Context: an optimization exercise on an open-source flow, tuned for small area. The choices shown serve that exercise and are no tape-out recipe. The RTL was checked by simulation tests, not by an equivalence proof against the original design. Power figures rest on the tool's default switching activity, not on a simulated workload.

==> flow/run.sh <==
#!/bin/bash
# synth_recipe.tcl (not shown) runs the flow's synth.tcl, then flattens the netlist and writes it again
# the make line also repeats each setting of config.mk as NAME=value (left out here)
make -C /OpenROAD-flow-scripts/flow DESIGN_CONFIG=/design/flow/config.mk WORK_HOME=/design/flow/orfs CLKGATE_MAP_FILE= SYNTH_SCRIPT=/design/flow/synth_recipe.tcl finish
==> flow/config.mk <==
export PLATFORM = sky130hd
export DESIGN_NAME = Greedy_snake
export DESIGN_NICKNAME = Greedy_snake
export VERILOG_FILES = /design/flow/design.v
export SDC_FILE = /design/flow/constraint.sdc
export NUM_CORES = 4
export LEC_CHECK = 0
export CAP_MARGIN = 20
export CORE_MARGIN = 2
export CORE_UTILIZATION = 40
export SLEW_MARGIN = 20
==> flow/constraint.sdc <==
create_clock -name core_clock -period 8.0 [get_ports {clk}]
set_input_delay 1.6000 -clock core_clock [delete_from_list [all_inputs] [get_ports {clk}]]
set_output_delay 1.6000 -clock core_clock [all_outputs]
set_load 0.01 [all_outputs]
==> flow/design.v <==
module  debounce(
        input                   clk                     ,
        input                   rst_n                   ,
        input                   key_in                  ,
        output  wire            key_out
);
parameter   TIME_20MS   =       10_000                          ;
reg     [ 1: 0]                 key_r                           ;
reg     [13: 0]                 cnt                             ;
always  @(posedge clk or negedge rst_n)begin
    if(rst_n==1'b0)
        key_r   <=      2'd0;
    else
        key_r   <=      {key_r[0],key_in};
end
always  @(posedge clk or negedge rst_n)begin
    if(rst_n==1'b0)
        cnt     <=      14'd0;
    else if(key_r[1])
        cnt     <=      14'd0;
    else if(cnt != TIME_20MS)
        cnt     <=      cnt + 1'b1;
end
assign  key_out =       (key_r[1] == 1'b0) && (cnt == TIME_20MS-1);
endmodule
module  snake_core(
        input                   clk                     ,
        input                   rst_n                   ,
        input                   key_left                ,
        input                   key_right               ,
        input                   key_up                  ,
        input                   key_down                ,
        input                   play                    ,
        input                   body_add_sig            ,
        input         [ 5: 0]   bx                      ,
        input         [ 5: 0]   by                      ,
        output  wire  [ 5: 0]   head_x                  ,
        output  wire  [ 4: 0]   head_y                  ,
        output  reg             hit_body                ,
        output  reg             hit_wall                ,
        output  reg   [ 1: 0]   object
);
localparam  IDLE    =   3'd0;
localparam  LETF    =   3'd1;
localparam  RIGHT   =   3'd2;
localparam  UP      =   3'd3;
localparam  DOWN    =   3'd4;
localparam  D_RIGHT =   3'd0;
localparam  D_LEFT  =   3'd1;
localparam  D_UP    =   3'd2;
localparam  D_DOWN  =   3'd3;
localparam  D_NONE  =   3'd4;
reg     [14: 0]     cnt0;
wire                end_cnt0    =   (cnt0 == 15'd25000);
always  @(posedge clk or negedge rst_n)begin
    if(!rst_n)
        cnt0    <=  15'd0;
    else if(end_cnt0)
        cnt0    <=  15'd0;
    else
        cnt0    <=  cnt0 + 1'b1;
end
reg     [ 2: 0]     direct;
always  @(posedge clk or negedge rst_n)begin
    if(!rst_n)
        direct  <=  D_NONE;
    else if(key_left)
        direct  <=  D_LEFT;
    else if(key_right)
        direct  <=  D_RIGHT;
    else if(key_up)
        direct  <=  D_UP;
    else if(key_down)
        direct  <=  D_DOWN;
    else
        direct  <=  D_NONE;
end
reg     [ 2: 0]     status_c;
reg     [ 2: 0]     status_n;
always  @(*)begin
    status_n = status_c;
    if(!play)
        status_n = IDLE;
    else case(status_c)
        IDLE:   if(direct == D_UP) status_n = UP; else if(direct == D_DOWN) status_n = DOWN; else if(direct == D_RIGHT) status_n = RIGHT;
        RIGHT,
        LETF:   if(direct == D_UP) status_n = UP; else if(direct == D_DOWN) status_n = DOWN;
        UP,
        DOWN:   if(direct == D_RIGHT) status_n = RIGHT; else if(direct == D_LEFT) status_n = LETF;
        default: status_n = IDLE;
    endcase
end
always  @(posedge clk or negedge rst_n)begin
    if(!rst_n)
        status_c    <=  IDLE;
    else
        status_c    <=  status_n;
end
reg     [ 5: 0]     body_x[15: 0];
reg     [ 4: 0]     body_y[15: 0];
reg     [ 3: 0]     nlit;            
wire    [15: 0]     lit;
genvar  gi;
generate for(gi = 0; gi < 16; gi = gi + 1)begin: g_lit
    assign  lit[gi] =   (gi < 3) ? 1'b1 : (nlit > gi - 3);
end endgenerate
assign  head_x  =   body_x[0];
assign  head_y  =   body_y[0];
always  @(posedge clk or negedge rst_n)begin
    if(!rst_n)
        hit_wall    <=  1'b0;
    else if(play)
        case(status_c)
            UP:     hit_wall    <=  (body_y[0] == 5'd0);
            DOWN:   hit_wall    <=  (body_y[0] == 5'd29);
            RIGHT:  hit_wall    <=  (body_x[0] == 6'd39);
            LETF:   hit_wall    <=  (body_x[0] == 6'd0);
            default:hit_wall    <=  1'b0;
        endcase
    else
        hit_wall    <=  1'b0;
end
reg                 hb;
reg                 ob_body;
integer             k;
always  @(*)begin
    hb      = 1'b0;
    ob_body = 1'b0;
    for(k = 1; k < 16; k = k + 1)begin
        if(body_x[0] == body_x[k] && body_y[0] == body_y[k] && lit[k])
            hb = 1'b1;
        if(bx == body_x[k] && by == {1'b0, body_y[k]} && lit[k])
            ob_body = 1'b1;
    end
end
always  @(posedge clk or negedge rst_n)begin
    if(!rst_n)
        hit_body    <=  1'b0;
    else
        hit_body    <=  hb;
end
wire    moving  =   (status_c == LETF) || (status_c == RIGHT) || (status_c == UP) || (status_c == DOWN);
wire    step    =   play && moving && end_cnt0;
always  @(posedge clk or negedge rst_n)begin
    if(!rst_n)begin
        body_x[0]   <=  6'd10;
        body_y[0]   <=  5'd5;
    end
    else if(play && moving)begin
        if(end_cnt0)
            case(status_c)
                UP:     body_y[0]   <=  body_y[0] - 1'b1;
                DOWN:   body_y[0]   <=  body_y[0] + 1'b1;
                RIGHT:  body_x[0]   <=  body_x[0] + 1'b1;
                default:body_x[0]   <=  body_x[0] - 1'b1;
            endcase
    end
    else begin
        body_x[0]   <=  6'd10;
        body_y[0]   <=  5'd5;
    end
end
always  @(posedge clk or negedge rst_n)begin
    if(!rst_n)begin
        for(k = 1; k < 16; k = k + 1)begin
            body_x[k]   <=  (k == 1) ? 6'd9 : (k == 2) ? 6'd8 : 6'd0;
            body_y[k]   <=  (k < 3) ? 5'd5 : 5'd0;
        end
    end
    else if(step)begin
        for(k = 1; k < 16; k = k + 1)begin
            body_x[k]   <=  body_x[k-1];
            body_y[k]   <=  body_y[k-1];
        end
    end
    else if(!play)begin
        for(k = 1; k < 16; k = k + 1)begin
            body_x[k]   <=  (k == 1) ? 6'd9 : (k == 2) ? 6'd8 : 6'd0;
            body_y[k]   <=  (k < 3) ? 5'd5 : 5'd0;
        end
    end
end
always  @(posedge clk or negedge rst_n)begin
    if(!rst_n)
        nlit    <=  4'd0;
    else if(!play)
        nlit    <=  4'd0;
    else if(body_add_sig && nlit != 4'd13)
        nlit    <=  nlit + 1'b1;
end
always  @(posedge clk or negedge rst_n)begin
    if(!rst_n)
        object  <=  2'b00;
    else if(bx == body_x[0] && by == {1'b0, body_y[0]})
        object  <=  2'b01;
    else if(ob_body)
        object  <=  2'b10;
    else
        object  <=  2'b00;
end
endmodule
module  Greedy_snake(
        input                   clk                     ,
        input                   rst_n                   ,
        input         [ 3: 0]   KEY                     ,
        output  wire            VGA_SYNC_N              ,
        output  wire            VGA_BLANK_N             ,
        output  wire            VGA_HS                  ,
        output  wire            VGA_VS                  ,
        output  wire  [ 7: 0]   VGA_R                   ,
        output  wire  [ 7: 0]   VGA_G                   ,
        output  wire  [ 7: 0]   VGA_B                   ,
        output  wire  [15: 0]   ROM_START_ADDR          ,
        input         [ 7: 0]   ROM_START_Q             ,
        output  wire  [15: 0]   ROM_END_ADDR            ,
        input         [ 7: 0]   ROM_END_Q
);
localparam  G_START =   2'd0;
localparam  G_PLAY  =   2'd1;
localparam  G_END   =   2'd2;
wire    key_left, key_right, key_up, key_down;
debounce u_k3(.clk(clk), .rst_n(rst_n), .key_in(KEY[3]), .key_out(key_left ));
debounce u_k2(.clk(clk), .rst_n(rst_n), .key_in(KEY[2]), .key_out(key_right));
debounce u_k1(.clk(clk), .rst_n(rst_n), .key_in(KEY[1]), .key_out(key_up   ));
debounce u_k0(.clk(clk), .rst_n(rst_n), .key_in(KEY[0]), .key_out(key_down ));
reg     [ 9: 0]     px;
reg     [ 9: 0]     py;
wire                px_eol  =   (px == 10'd880);
always  @(posedge clk or negedge rst_n)begin
    if(!rst_n)
        px  <=  10'd881;
    else if(px == 10'd639)
        px  <=  10'd864;
    else
        px  <=  px + 1'b1;
end
always  @(posedge clk or negedge rst_n)begin
    if(!rst_n)
        py  <=  10'd490;
    else if(px_eol)begin
        if(py == 10'd524)
            py  <=  10'd0;
        else
            py  <=  py + 1'b1;
    end
end
wire    x_vis   =   ~(px[9] & px[8]);
wire    y_vis   =   (py < 10'd480);
wire    valid   =   x_vis & y_vis;
wire    [5:0]   bx  =   px[9:4];
wire    [5:0]   by  =   py[9:4];
wire    wall    =   (bx == 6'd0) || (bx == 6'd39) || (by == 6'd0) || (by == 6'd29);
wire    corner  =   (px[3:1] == 3'd0) && ((py[3:0] == 4'd0) || (py[3:0] == 4'd15));
wire    hs_d    =   ~((px >= 10'd881) && (px <= 10'd976));
wire    vs_d    =   ~((py == 10'd490) || (py == 10'd491));
wire    rd_en   =   (px >= 10'd220) && (px < 10'd420) && (py >= 10'd140) && (py < 10'd340);
reg     [15: 0]     rom_addr;
always  @(posedge clk or negedge rst_n)begin
    if(!rst_n)
        rom_addr    <=  16'd0;
    else if(rd_en)begin
        if(rom_addr == 16'd39999)
            rom_addr    <=  16'd0;
        else
            rom_addr    <=  rom_addr + 1'b1;
    end
end
assign  ROM_START_ADDR  =   rom_addr;
assign  ROM_END_ADDR    =   rom_addr;
reg     [ 1: 0]     gstat;
reg     [ 1: 0]     gstat_n;
wire                hit_wall, hit_body;
always  @(*)begin
    case(gstat)
        G_START:    gstat_n = (key_right | key_up | key_down) ? G_PLAY : G_START;
        G_PLAY:     gstat_n = (hit_body | hit_wall) ? G_END : G_PLAY;
        G_END:      gstat_n = (key_left | key_right | key_up | key_down) ? G_START : G_END;
        default:    gstat_n = G_START;
    endcase
end
always  @(posedge clk or negedge rst_n)begin
    if(!rst_n)
        gstat   <=  G_START;
    else
        gstat   <=  gstat_n;
end
wire    play    =   (gstat == G_PLAY);
reg     [ 5: 0]     cx;
reg     [ 4: 0]     cy;
reg     [11: 0]     ca;
wire                end_ca  =   (ca == 12'd2500);
reg     [ 5: 0]     apple_x;
reg     [ 4: 0]     apple_y;
reg                 body_add_sig;
wire    [ 5: 0]     head_x;
wire    [ 4: 0]     head_y;
wire                eat     =   end_ca && (apple_x == head_x) && (apple_y == head_y);
always  @(posedge clk or negedge rst_n)begin
    if(!rst_n)begin
        cx  <=  6'd0;
        cy  <=  5'd0;
        ca  <=  12'd0;
    end
    else begin
        cx  <=  (cx == 6'd37) ? 6'd0 : cx + 1'b1;
        cy  <=  (cy == 5'd27) ? 5'd0 : cy + 1'b1;
        ca  <=  end_ca ? 12'd0 : ca + 1'b1;
    end
end
always  @(posedge clk or negedge rst_n)begin
    if(!rst_n)begin
        apple_x         <=  6'd10;
        apple_y         <=  5'd13;
        body_add_sig    <=  1'b0;
    end
    else begin
        body_add_sig    <=  eat;
        if(eat)begin
            apple_x     <=  cx;
            apple_y     <=  cy;
        end
    end
end
wire    [ 1: 0]     object;
snake_core  u_snake(
        .clk            (clk            ),
        .rst_n          (rst_n          ),
        .key_left       (key_left       ),
        .key_right      (key_right      ),
        .key_up         (key_up         ),
        .key_down       (key_down       ),
        .play           (play           ),
        .body_add_sig   (body_add_sig   ),
        .bx             (bx             ),
        .by             (by             ),
        .head_x         (head_x         ),
        .head_y         (head_y         ),
        .hit_body       (hit_body       ),
        .hit_wall       (hit_wall       ),
        .object         (object         )
);
wire    apple_on    =   (bx == apple_x) && (by == {1'b0,apple_y});
wire    snake_on    =   (object != 2'b00) && !corner;
wire    c_r         =   valid & (wall | apple_on);
wire    c_g         =   valid & !wall & (apple_on | snake_on);
wire    c_b         =   valid & !wall & !apple_on & snake_on & (object == 2'b10);
reg     [ 7: 0]     mid;
reg     [ 7: 0]     outq;
reg                 out_play;
reg                 hs_q, vs_q;
wire    [ 7: 0]     rom_q   =   (gstat_n == G_END) ? ROM_END_Q : ROM_START_Q;
always  @(posedge clk or negedge rst_n)begin
    if(!rst_n)begin
        mid         <=  8'd0;
        outq        <=  8'd0;
        out_play    <=  1'b0;
        hs_q        <=  1'b0;
        vs_q        <=  1'b0;
    end
    else begin
        if(gstat_n == G_PLAY)
            mid     <=  {c_r, c_r, c_r, c_g, c_g, c_g, c_b, c_b};
        else if(rd_en)
            mid     <=  rom_q;
        else
            mid     <=  8'd0;
        outq        <=  mid;
        out_play    <=  play;
        hs_q        <=  hs_d;
        vs_q        <=  vs_d;
    end
end
assign  VGA_R       =   {outq[7:5], {5{outq[7] & out_play}}};
assign  VGA_G       =   {outq[4:2], {5{outq[4] & out_play}}};
assign  VGA_B       =   {outq[1:0], {6{outq[1] & out_play}}};
assign  VGA_HS      =   hs_q;
assign  VGA_VS      =   vs_q;
assign  VGA_BLANK_N =   hs_q & vs_q;
assign  VGA_SYNC_N  =   1'b0;
endmodule
==> run notes <==
registers in the layout, indices dropped and copies added, names as in the netlist, 3 cells and up:
register and cells:
u_snake.nlit 4, u_snake.body_y 80, u_snake.direct 3, rom_addr 16, u_snake.status_c 3, apple_y 5, outq 8, px 10
cy 5, py 10, cx 6, u_snake.cnt0 15, mid 8, u_snake.body_x 96, u_k0.cnt 14, u_k3.cnt 14
ca 12, apple_x 6, u_k1.cnt 14, u_k2.cnt 14
layout make-up:
cell class / instances / share of cell area [%]
tap: 680 / 3.665
multi-input combinational: 1747 / 46.43
inverter: 42 / 0.6900
clock inverter: 15 / 0.8786
sequential: 361 / 39.07
timing repair buffer: 100 / 4.172
clock buffer: 61 / 5.088
routing by layer:
layer | track usage, % | part of all wire [%]
met5 | 0 | 0
met4 | 7.544 | 3.1
met3 | 3.199 | 6.5
met2 | 34.02 | 45
met1 | 30.41 | 45
cell usage after synthesis, types with 4 or more instances:
master / instances / area (um^2)
nor4bb_1: 5 / 50.05
and2_1: 15 / 93.84
xor2_1: 284 / 2487
and3_1: 29 / 181.4
or4_1: 5 / 37.54
a21oi_1: 41 / 205.2
nor2b_1: 10 / 62.56
nand4_1: 61 / 381.6
nor3_1: 30 / 150.1
inv_1: 40 / 150.1
nand2b_1: 9 / 56.30
nor2_1: 139 / 521.8
a31oi_1: 19 / 118.9
o21ai_1: 22 / 110.1
or3_1: 11 / 68.82
buf_1: 4 / 15.01
nand3_1: 230 / 1151
o21bai_1: 4 / 30.03
nor4_1: 71 / 444.2
nand3b_1: 5 / 37.54
and4_1: 7 / 61.31
ha_1: 33 / 412.9
o31ai_1: 8 / 60.06
clkbuf_1: 39 / 146.4
o21ai_0: 35 / 175.2
dfrtp_1: 332 / 8308
nand2_1: 418 / 1569
nor3b_1: 7 / 52.55
nor4b_1: 4 / 35.03
dfstp_2: 29 / 762.0
xnor2_1: 180 / 1577
buf_4: 48 / 360.4
buf_2: 72 / 360.4
logic make-up (layout without fill, tap and decap cells):
group	Yosys count	count (layout)	share of synthesized area, %
compound gates	162	162	4.681
buf+inv	207	218	5.100
simple gates	1082	1082	25.06
flops	361	361	43.39
mux	2	2	0.1018
fa+ha+maj	36	36	2.215
other cells	1	1	0.01794
xor+xnor	464	464	19.44
worst register-to-register path, stage by stage (launching register included):
cell and delay, ns:
dfrtp_1 0.39, nand2b_1 0.15, buf_4 0.22, inv_4 0.61, o21a_1 0.36, and2_4 0.80
buf_4 0.79, nand2_1 0.21, nand2_1 0.09
power by group:
group | leakage (nW) | internal (mW) | switching (mW)
clock network | 0.679 | 1.16 | 0.792
registers | 4.85 | 1.83 | 0.0107
logic | 5.43 | 0.0192 | 0.0471
total | 11.0 | 3.01 | 0.850
stage by stage:
stage	instance area, um^2	total power, mW	hold slack [ns]	setup WS (ns)	instances
finish	23210	3.859	0.3484	4.317	3006
global route	23210	3.986	0.3530	4.001	3006
CTS	23210	3.907	0.3520	4.305	3006
detailed placement	21830	1.946	0.3379	4.330	2930
global placement	21830	1.944	0.3327	4.453	2930
floorplan	20900	1.890	0.3312	5.610	2315
worst paths after layout:
check	to	from	slack (ns)
min in group asynchronous	u_snake.body_y[15][1]	rst_n	1.10
worst max register to register	u_snake.body_y[14][0]	gstat[1]	4.32
worst min register to register	u_k2.key_r[1]	u_k2.key_r[0]	0.35
max in group asynchronous	u_k0.key_r[1]	rst_n	5.50
worst min-delay path	u_k2.key_r[1]	u_k2.key_r[0]	0.35
worst max-delay path	u_snake.body_y[14][0]	gstat[1]	4.32
==> flow_summary.yaml <==
cells_and_area:
  drive_gt1_share_pct: 5.847
  mostFrequentLayoutCell: "nand2_1"
  seq_area_um2: 9070
  fillers: 5030
  num_antenna_cells: 0
  layout_common_cells: "nand2_1, dfrtp_1, xor2_1"
  multi_input_area_um2: 10780
  layout.nets: 2350
  utilization_pct: 45.06
  syn_to_final_growth_pct: 11.04
clock_tree:
  clockBufferDepth: 3
  insertion_delay_ns: 0.58
  hold_buffers: 0
  cts_max_level: 2
  post-cts-setup-buffer-count: 0
  cts_tree: "yes"
  numCtsBuffers: 41
  cts_resized: 0
  cts.clk_slew.worst_paths_ns: 0.06
  root_buffer: "clkbuf_16"
  cts.sinks: 361
sta:
  max_slew_margin_pct: 32.01
  finalHoldViolCount: 0
  setup-tns-final_ns: 0
  rsz0062_at_grt: "no"
  timing.fmax_mhz: 271.5
  tightestPinTransition_ns: 1.020
  worst_clock_skew_ns: 0.02017
  setup_viol: 0
  finalCriticalPeriod_ns: 3.683
  min_period_over_period_pct: 46.04
  slew_viol_final: 0
grt:
  grt_usage_pct: 21.65
  grt_antenna_before_repair: 0
  grt_max_degree: 147
  grt_pass1_vias: 16350
  gr-total-overflow: 0
  grt_pass1_wl_um: 93000
pwr:
  p_leak_nw: 10.95
  power.density_nw_per_um2: 166.3
  irDropWorstVdd_uv: 162.6
synth:
  synth.yosys.seq_area_share_pct: 43.39
  syn-num-nets: 2372
  synth_cells: 2315
  syn_area_um2: 20900
  synth_edf_count: 0
  synth_seq_cells: 361
  synth-async-reset-ratio_pct: 100.0
  syn_area_per_cell_um2: 9.030
  yosys_warnings: 5
  ys.flop_type: "dfrtp_1"
  synth_cell_types: 77
min_path:
  min_path_type: "reg -> reg"
  holdPathStages: 0
die:
  rows: 83
  floorplan.initialDensity_pct: 40.58
  dieArea_um2: 54110
  die_h_um: 232.6
  io_pins: 82
  core_area_um2: 51510
  die_x_um: 232.6
critical_path:
  max_stage_delay_ns: 0.80
  start_kind: "flop"
  cp.depth: 8
  crit_path_end_kind: "flop"
  reg2reg_depth: 8
  crit_slowest_cell: "and2_4"
  crit_arrival_ns: 4.19
  cp_top_family: "buffers and inverters"
  worst-path-buf-inv: 3
  path_max_fanout: 86
  required_ns: 8.51
  crit_type: "reg -> reg"
  timing.critical_path.cells: "nand2b_1 -> buf_4 -> inv_4 -> o21a_1 -> and2_4 -> buf_4 -> nand2_1 -> nand2_1"
run:
  max_cap_violations: 0
routing:
  vias: 16580
  drt_iter0_drc: 1517
  wl_per_cell_um: 19.28
  wirelength_um: 57960
  ant_nets: 0
  remaining_drc_errors: 0
  first_pass_iters: 5
  vias_per_cell: 5.517
placement:
  gp_congestion: 0.8410
  dp_hpwl_um: 36330
  port_buffers: 80
status:
  status: "no timing/DRC/antenna violations"

[re-timing with driven ports]
The flow's constraints put no driver on any port. The routed layout listed below was extracted and timed again, unchanged, in two steps. Step 1 sets driving cells, clkbuf_16 on the clock port and buf_2 on the other inputs (assumed; they add their load-dependent delay and slew). Step 2 times the ports against the registers' clock, not the clock port: input delays grow and output delays shrink by t, the midpoint of the rising clock arrivals with the driver on. Slacks: ideal ports / drivers / drivers and shift; pairs: ideal ports / drivers.
t, ns: 0.623
setup WS [ns]: 4.317 / 4.317 / 4.317
worst register clock-pin slew, ns: 0.06 / 0.06
cell pins on the clock port's net: 1
After both steps setup and hold are still met in this run. The setup slack of this run moves by 0.000 ns with the drivers and by 0.000 ns with both steps.
